This is an optimization exercise on Yosys and OpenROAD, whose aim is small area, not a production implementation.
The RTL was checked by simulation tests, not by an equivalence proof against the original design.
Power and IR drop assume default switching activity.

==> flow/design.v <==
module video_uut (
    input  wire         clk_i           , 
    input  wire         rst_i           , 
    input  wire         cen_i           , 
    input  wire         vid_sel_i       , 
    input  wire [29:0]  probes_i,
    input  wire [7:0]   square_length_1_i ,
    input  wire [7:0]   square_length_2_i ,
    input  wire [1:0]   speed_mult_1_i,
    input  wire [1:0]   speed_mult_2_i,
    input  wire [19:0]  vdat_bars_i     , 
    input  wire [19:0]  vdat_colour_i   , 
    input  wire [3:0]   fvht_i          , 
    output wire [3:0]   fvht_o          ,
    output wire [19:0]  video_o
);
reg [7:0]  square_length_1;
reg [7:0]  square_length_2;
reg [1:0]  speed_mult_1;
reg [1:0]  speed_mult_2;
reg [1:0]  speed_mult_3;
reg [3:0]  fvht_d1;
reg [3:0]  fvht_d2;
reg [3:0]  fvht_d3;
reg [11:0] column_counter;
reg [11:0] line_counter;
reg [19:0] probe_px;
reg [11:0] pos_x_1;
reg [10:0] pos_y_1;
reg [11:0] pos_x_2;
reg [10:0] pos_y_2;
reg [3:0]  direction;  
reg [19:0] sq1_px;
reg        sq1_on;
reg        sq2_on;
reg        sq2_odd;
reg [19:0] vdat_bars_d1;
reg [19:0] out_color;
reg [19:0] vid_d1;
function automatic [12:0] add12;    
    input [11:0] a;
    input [11:0] b;
    input        ci;
    integer i;
    reg c;
    begin
        c = ci;
        for (i = 0; i < 12; i = i + 1) begin
            add12[i] = a[i] ^ b[i] ^ c;
            c = (a[i] & b[i]) | (c & (a[i] ^ b[i]));
        end
        add12[12] = c;
    end
endfunction
function automatic lt12;            
    input [11:0] a;
    input [11:0] b;
    integer i;
    reg l;
    begin
        l = 1'b0;
        for (i = 0; i < 12; i = i + 1)
            l = (~a[i] & b[i]) | (~a[i] & l) | (b[i] & l);
        lt12 = l;
    end
endfunction
localparam [19:0] FLAT = {10'h050, 10'h200};
wire h_in = fvht_i[1];
wire h_d  = fvht_d1[1];
wire h_neg = ~h_in & h_d;
wire h_pos = h_in & ~h_d;
wire new_frame = fvht_i[2] & ~fvht_d1[2];
wire col_clr  = rst_i | (cen_i & h_neg);
wire line_clr = rst_i | (cen_i & h_pos & new_frame);
wire line_en  = cen_i & h_pos;
wire nf       = cen_i & new_frame;
wire [12:0] col_inc  = add12(column_counter, 12'd0, cen_i);
wire [12:0] line_inc = add12(line_counter, 12'd0, line_en);
wire [11:0] column_next = col_clr ? 12'd0 : col_inc[11:0];
wire [11:0] line_next   = line_clr ? 12'd0 : line_inc[11:0];
wire [12:0] sx1  = add12(pos_x_1, {4'b0, square_length_1}, 1'b0);
wire [12:0] sy1f = add12({1'b0, pos_y_1}, {4'b0, square_length_1}, 1'b0);
wire [12:0] sx2  = add12(pos_x_2, {4'b0, square_length_2}, 1'b0);
wire [12:0] sy2f = add12({1'b0, pos_y_2}, {4'b0, square_length_2}, 1'b0);
wire [10:0] sy1 = sy1f[10:0];
wire [10:0] sy2 = sy2f[10:0];
wire hit1 = lt12(pos_x_1, column_counter) && lt12(column_counter, sx1[11:0]) &&
            lt12({1'b0, pos_y_1}, line_counter) && lt12(line_counter, {1'b0, sy1});
wire hit2 = lt12(pos_x_2, column_counter) && lt12(column_counter, sx2[11:0]) &&
            lt12({1'b0, pos_y_2}, line_counter) && lt12(line_counter, {1'b0, sy2});
wire [3:0] p1 = (speed_mult_1 * speed_mult_3) & {4{nf}};
wire [3:0] p2 = (speed_mult_2 * speed_mult_3) & {4{nf}};
wire [12:0] mx1 = add12(pos_x_1, {{7{direction[0]}}, {p1, 1'b0} ^ {5{direction[0]}}}, direction[0]);
wire [12:0] my1 = add12({1'b0, pos_y_1}, {{7{direction[1]}}, {p1, 1'b0} ^ {5{direction[1]}}}, direction[1]);
wire [12:0] mx2 = add12(pos_x_2, {{7{direction[2]}}, {p2, 1'b0} ^ {5{direction[2]}}}, direction[2]);
wire [12:0] my2 = add12({1'b0, pos_y_2}, {{7{direction[3]}}, {p2, 1'b0} ^ {5{direction[3]}}}, direction[3]);
wire x1_oob = pos_x_1[11] | (pos_x_1[10:3] == 8'd0 && pos_x_1[2:0] < 3'd6);
wire x1_hi  = sx1 > 13'd1919;
wire y1_hi  = sy1 >= 11'd1124;
wire y1_lo  = pos_y_1 <= 11'd45;
wire x2_oob = pos_x_2[11] | (pos_x_2[10:3] == 8'd0 && pos_x_2[2:0] < 3'd6);
wire x2_hi  = sx2 >= 13'd1919;
wire y2_hi  = sy2 >= 11'd1124;
wire y2_lo  = pos_y_2 <= 11'd45;
wire [11:0] pos_x_1_next = (nf & x1_oob) ? 12'd6 :
                           (nf & x1_hi)  ? 12'd1918 - {4'b0, square_length_1} : mx1[11:0];
wire [10:0] pos_y_1_next = (nf & y1_hi)  ? 11'd1119 - {3'b0, square_length_1} :
                           (nf & y1_lo)  ? 11'd50 : my1[10:0];
wire [11:0] pos_x_2_next = (nf & x2_oob) ? 12'd6 :
                           (nf & x2_hi)  ? 12'd1915 - {4'b0, square_length_2} : mx2[11:0];
wire [10:0] pos_y_2_next = (nf & y2_hi)  ? 11'd1123 - {3'b0, square_length_2} :
                           (nf & y2_lo)  ? 11'd50 : my2[10:0];
wire [3:0] direction_next = {
    (nf & y2_hi) ? 1'b1 : (nf & y2_lo) ? 1'b0 : direction[3],
    (nf & x2_oob) ? 1'b0 : (nf & x2_hi) ? 1'b1 : direction[2],
    (nf & y1_hi) ? 1'b1 : (nf & y1_lo) ? 1'b0 : direction[1],
    (nf & x1_oob) ? 1'b0 : (nf & x1_hi) ? 1'b1 : direction[0]};
wire [19:0] probe_sel = {probes_i[29:20], column_next[0] ? probes_i[9:0] : probes_i[19:10]};
wire [19:0] sq2 = {10'h216, sq2_odd ? 10'h0cf : 10'h0fd};
wire both  = sq1_on & sq2_on;
wire any   = sq1_on | sq2_on;
wire mixed = vid_sel_i ? any : both;
wire [19:0] opx = sq1_on ? sq1_px : sq2_on ? sq2 : vid_sel_i ? vdat_bars_d1 : FLAT;
wire [19:0] opy = mixed ? (both ? sq2 : vdat_bars_d1) : 20'd0;
wire [12:0] sum_lf = add12({2'b0, opx[19:10]}, {2'b0, opy[19:10]}, 1'b0);
wire [12:0] sum_cf = add12({2'b0, opx[9:0]}, {2'b0, opy[9:0]}, 1'b0);
wire [19:0] out_next = {sum_lf[9:0], mixed ? {1'b0, sum_cf[9:1]} : sum_cf[9:0]};
always @(posedge clk_i) begin
    column_counter <= column_next;
    line_counter   <= line_next;
    if (rst_i) begin
        pos_x_1 <= 0;
        pos_y_1 <= 0;
        pos_x_2 <= 0;
        pos_y_2 <= 0;
        direction <= 0;
    end else begin
        pos_x_1 <= pos_x_1_next;
        pos_y_1 <= pos_y_1_next;
        pos_x_2 <= pos_x_2_next;
        pos_y_2 <= pos_y_2_next;
        direction <= direction_next;
    end
end
always @(posedge clk_i) begin
    if (rst_i) begin
        speed_mult_2 <= 0;
        fvht_d1 <= 0;
        fvht_d2 <= 0;
        fvht_d3 <= 0;
        sq1_on <= 0;
        sq2_on <= 0;
        vdat_bars_d1 <= 0;
        out_color <= 0;
        vid_d1 <= 0;
    end else if (cen_i) begin
        speed_mult_2 <= (~|speed_mult_2_i) ? 2'd1 : speed_mult_2_i;
        fvht_d1 <= fvht_i;
        fvht_d2 <= fvht_d1;
        fvht_d3 <= fvht_d2;
        sq1_on <= hit1 && (|probe_px);
        sq2_on <= hit2;
        vdat_bars_d1 <= vdat_bars_i;
        out_color <= out_next;
        vid_d1 <= out_color;
    end
end
always @(posedge clk_i) begin
    if (cen_i) begin
        square_length_1 <= (~|square_length_1_i) ? 8'd50 : square_length_1_i;
        square_length_2 <= (~|square_length_2_i) ? 8'd50 : square_length_2_i;
        speed_mult_1 <= (~|speed_mult_1_i) ? 2'd1 : speed_mult_1_i;
        speed_mult_3 <= speed_mult_2;
        probe_px <= probe_sel;
        sq1_px <= probe_px;
        sq2_odd <= column_counter[0];
    end
end
assign fvht_o  = fvht_d3;
assign video_o = vid_d1;
endmodule
==> flow/config.mk <==
export PLATFORM = sky130hd
export DESIGN_NAME = video_uut
export DESIGN_NICKNAME = video_uut
export VERILOG_FILES = /design/flow/design.v
export SDC_FILE = /design/flow/constraint.sdc
export NUM_CORES = 4
export LEC_CHECK = 0
export CAP_MARGIN = 20
export CORE_MARGIN = 2
export CORE_UTILIZATION = 45
export CTS_BUF_LIST = sky130_fd_sc_hd__clkbuf_8
export CTS_CLUSTER_DIAMETER = 60
export CTS_CLUSTER_SIZE = 18
export SLEW_MARGIN = 20
==> flow/constraint.sdc <==
create_clock -name core_clock -period 6.7 [get_ports {clk_i}]
set_input_delay 1.3400 -clock core_clock [delete_from_list [all_inputs] [get_ports {clk_i}]]
set_output_delay 1.3400 -clock core_clock [all_outputs]
set_load 0.01 [all_outputs]
run.sh (not shown) runs the stock make flow with config.mk's settings and CLKGATE_MAP_FILE= SYNTH_SCRIPT=/design/flow/synth_recipe.tcl, a recipe that flattens the netlist after the stock synthesis.
==> next run, changes <==
==> flow/flow/run.sh (new file) <==
#!/bin/bash
# Standard ORFS flow (unchanged synthesis). Port buffers use the smallest
# buffer cell; the clock tree uses clkbuf_8 sink clusters of up to 14 flops
# and no dummy loads.
set -euo pipefail
bash standard.sh \
  "BUFFER_PORTS_ARGS=-buffer_cell sky130_fd_sc_hd__buf_1" \
  "CTS_ARGS=-sink_clustering_enable -repair_clock_nets -buf_list sky130_fd_sc_hd__clkbuf_8 -sink_clustering_size 14 -sink_clustering_max_diameter 80 -dont_use_dummy_load" \
  finish > standard.log 2>&1
==> flow/standard.sh (new file) <==
#!/bin/bash
# synth_recipe.tcl (not shown) runs the flow's synth.tcl, then flattens the netlist and writes it again
# the make line also repeats each setting of config.mk as NAME=value (left out here)
make -C /OpenROAD-flow-scripts/flow DESIGN_CONFIG=/design/flow/config.mk WORK_HOME=/design/flow/orfs CLKGATE_MAP_FILE= SYNTH_SCRIPT=/design/flow/synth_recipe.tcl "${@:-finish}"
--- a/flow/config.mk
+++ b/flow/config.mk
@@ -8,7 +8,4 @@
 export CAP_MARGIN = 20
 export CORE_MARGIN = 2
-export CORE_UTILIZATION = 45
-export CTS_BUF_LIST = sky130_fd_sc_hd__clkbuf_8
-export CTS_CLUSTER_DIAMETER = 60
-export CTS_CLUSTER_SIZE = 18
+export CORE_UTILIZATION = 65
 export SLEW_MARGIN = 20
removed: flow/run.sh
Result: Sequential power stays flat; clock power went down by a quarter to a third; power went down by roughly a tenth; die area went down by a quarter to a third; synthesized area stays the same; register-to-register slack is worse by 0.05 ns; final cell count went down by a little under a tenth; global-route usage went up by 6.9 points; synthesized cell count stays the same; final area went down by a few percent.
==> next run, changes <==
==> flow/flow/run.sh (replaced) <==
#!/bin/bash
# Standard ORFS flow (unchanged synthesis). Port buffers use the smallest
# buffer cell; gates off the critical paths are downsized after routing.
set -euo pipefail
bash standard.sh "BUFFER_PORTS_ARGS=-buffer_cell sky130_fd_sc_hd__buf_1" RECOVER_POWER=100 finish > standard.log 2>&1
--- a/flow/config.mk
+++ b/flow/config.mk
@@ -8,4 +8,7 @@
 export CAP_MARGIN = 20
 export CORE_MARGIN = 2
-export CORE_UTILIZATION = 65
+export CORE_UTILIZATION = 45
+export CTS_BUF_LIST = sky130_fd_sc_hd__clkbuf_8
+export CTS_CLUSTER_DIAMETER = 80
+export CTS_CLUSTER_SIZE = 14
 export SLEW_MARGIN = 20
After rerunning:
- The changed run ran to the end with violations: max-capacitance violations, max-slew violations
- clock power goes up by 8.7%
- power goes up by 2.4%
- critical path depth goes down by 1
- area after synthesis does not change
- worst setup slack got worse by 0.091 ns
- cell count goes up by 7.5%
- routed wire length goes up by 6.9%
- register-to-register slack got worse by 0.04 ns
- combinational power hardly moves
- final area goes up by 0.96%
==> next run, changes <==
==> flow/flow/run.sh (replaced) <==
#!/bin/bash
# Standard ORFS flow (unchanged synthesis), with the port buffers made from
# the smallest buffer cell instead of the default pick.
set -euo pipefail
bash standard.sh "BUFFER_PORTS_ARGS=-buffer_cell sky130_fd_sc_hd__buf_1" finish > standard.log 2>&1
--- a/flow/config.mk
+++ b/flow/config.mk
@@ -9,6 +9,3 @@
 export CORE_MARGIN = 2
 export CORE_UTILIZATION = 45
-export CTS_BUF_LIST = sky130_fd_sc_hd__clkbuf_8
-export CTS_CLUSTER_DIAMETER = 80
-export CTS_CLUSTER_SIZE = 14
 export SLEW_MARGIN = 20
After rerunning: This time the run completed without violations; combinational power hardly moves; total power is higher by 29%; worst hold slack is better by 0.0069 ns; die area stays the same.
==> next run, changes <==
--- a/flow/config.mk
+++ b/flow/config.mk
@@ -9,3 +9,6 @@
 export CORE_MARGIN = 2
 export CORE_UTILIZATION = 45
+export CTS_BUF_LIST = sky130_fd_sc_hd__clkbuf_8
+export CTS_CLUSTER_DIAMETER = 80
+export CTS_CLUSTER_SIZE = 14
 export SLEW_MARGIN = 20
Result: The new run produced a clean layout; final cell count shrinks by 0.81%; routed wire length barely changes; total power shrinks by 22%; via count shrinks by 0.33%; maximum frequency barely changes.
==> next run, changes <==
==> flow/run.sh (new file) <==
#!/bin/bash
# synth_recipe.tcl (not shown) runs the flow's synth.tcl, then flattens the netlist and writes it again
# the make line also repeats each setting of config.mk as NAME=value (left out here)
make -C /OpenROAD-flow-scripts/flow DESIGN_CONFIG=/design/flow/config.mk WORK_HOME=/design/flow/orfs CLKGATE_MAP_FILE= SYNTH_SCRIPT=/design/flow/synth_recipe.tcl finish
--- a/flow/config.mk
+++ b/flow/config.mk
@@ -9,6 +9,6 @@
 export CORE_MARGIN = 2
 export CORE_UTILIZATION = 45
-export CTS_BUF_LIST = sky130_fd_sc_hd__clkbuf_8
+export CTS_BUF_LIST = sky130_fd_sc_hd__clkbuf_16
 export CTS_CLUSTER_DIAMETER = 80
-export CTS_CLUSTER_SIZE = 14
+export CTS_CLUSTER_SIZE = 24
 export SLEW_MARGIN = 20
removed: flow/flow/run.sh
removed: flow/standard.sh
Outcome:
- routed wire length went up by 0.87%
- worst setup slack degrades by 0.37 ns
- critical path depth shrinks by 1

-- what the ideal ports hide --
No port has a modelled driver above. Below, the same layouts with a new extraction and two added sets of constraints. Step 1 sets driving cells, clkbuf_16 on the clock port and buf_2 on the other inputs (assumed; they add their load-dependent delay and slew). Step 2, shift: input delay + t, output delay - t, t = (earliest + latest rising clock arrival at the registers) / 2. This alone moves slack from input paths to output paths. Slacks: ideal ports / drivers / drivers and shift; pairs: ideal ports / drivers.
| run | shift t [ns] | setup slack, ns | worst hold slack (ns) |
|---|---|---|---|
| the first run | 0.613 | 0.745 / 0.730 / 0.118 | 0.458 / 0.458 / 0.458 |
| the second run | 0.554 | 0.868 / 0.868 / 0.468 | 0.448 / 0.448 / 0.448 |
| the third run | 0.575 | 0.777 / 0.793 / 0.218 | 0.443 / 0.443 / 0.443 |
| the fourth run | 0.559 | 1.005 / 1.005 / 0.541 | 0.450 / 0.450 / 0.450 |
| the fifth run | 0.576 | 1.011 / 1.011 / 0.563 | 0.441 / 0.441 / 0.441 |
| the sixth run | 0.543 | 0.646 / 0.630 / 0.087 | 0.459 / 0.459 / 0.459 |
The setup slack of the first run, which loses most, moves by -0.015 ns with the drivers and by -0.627 ns with both steps.
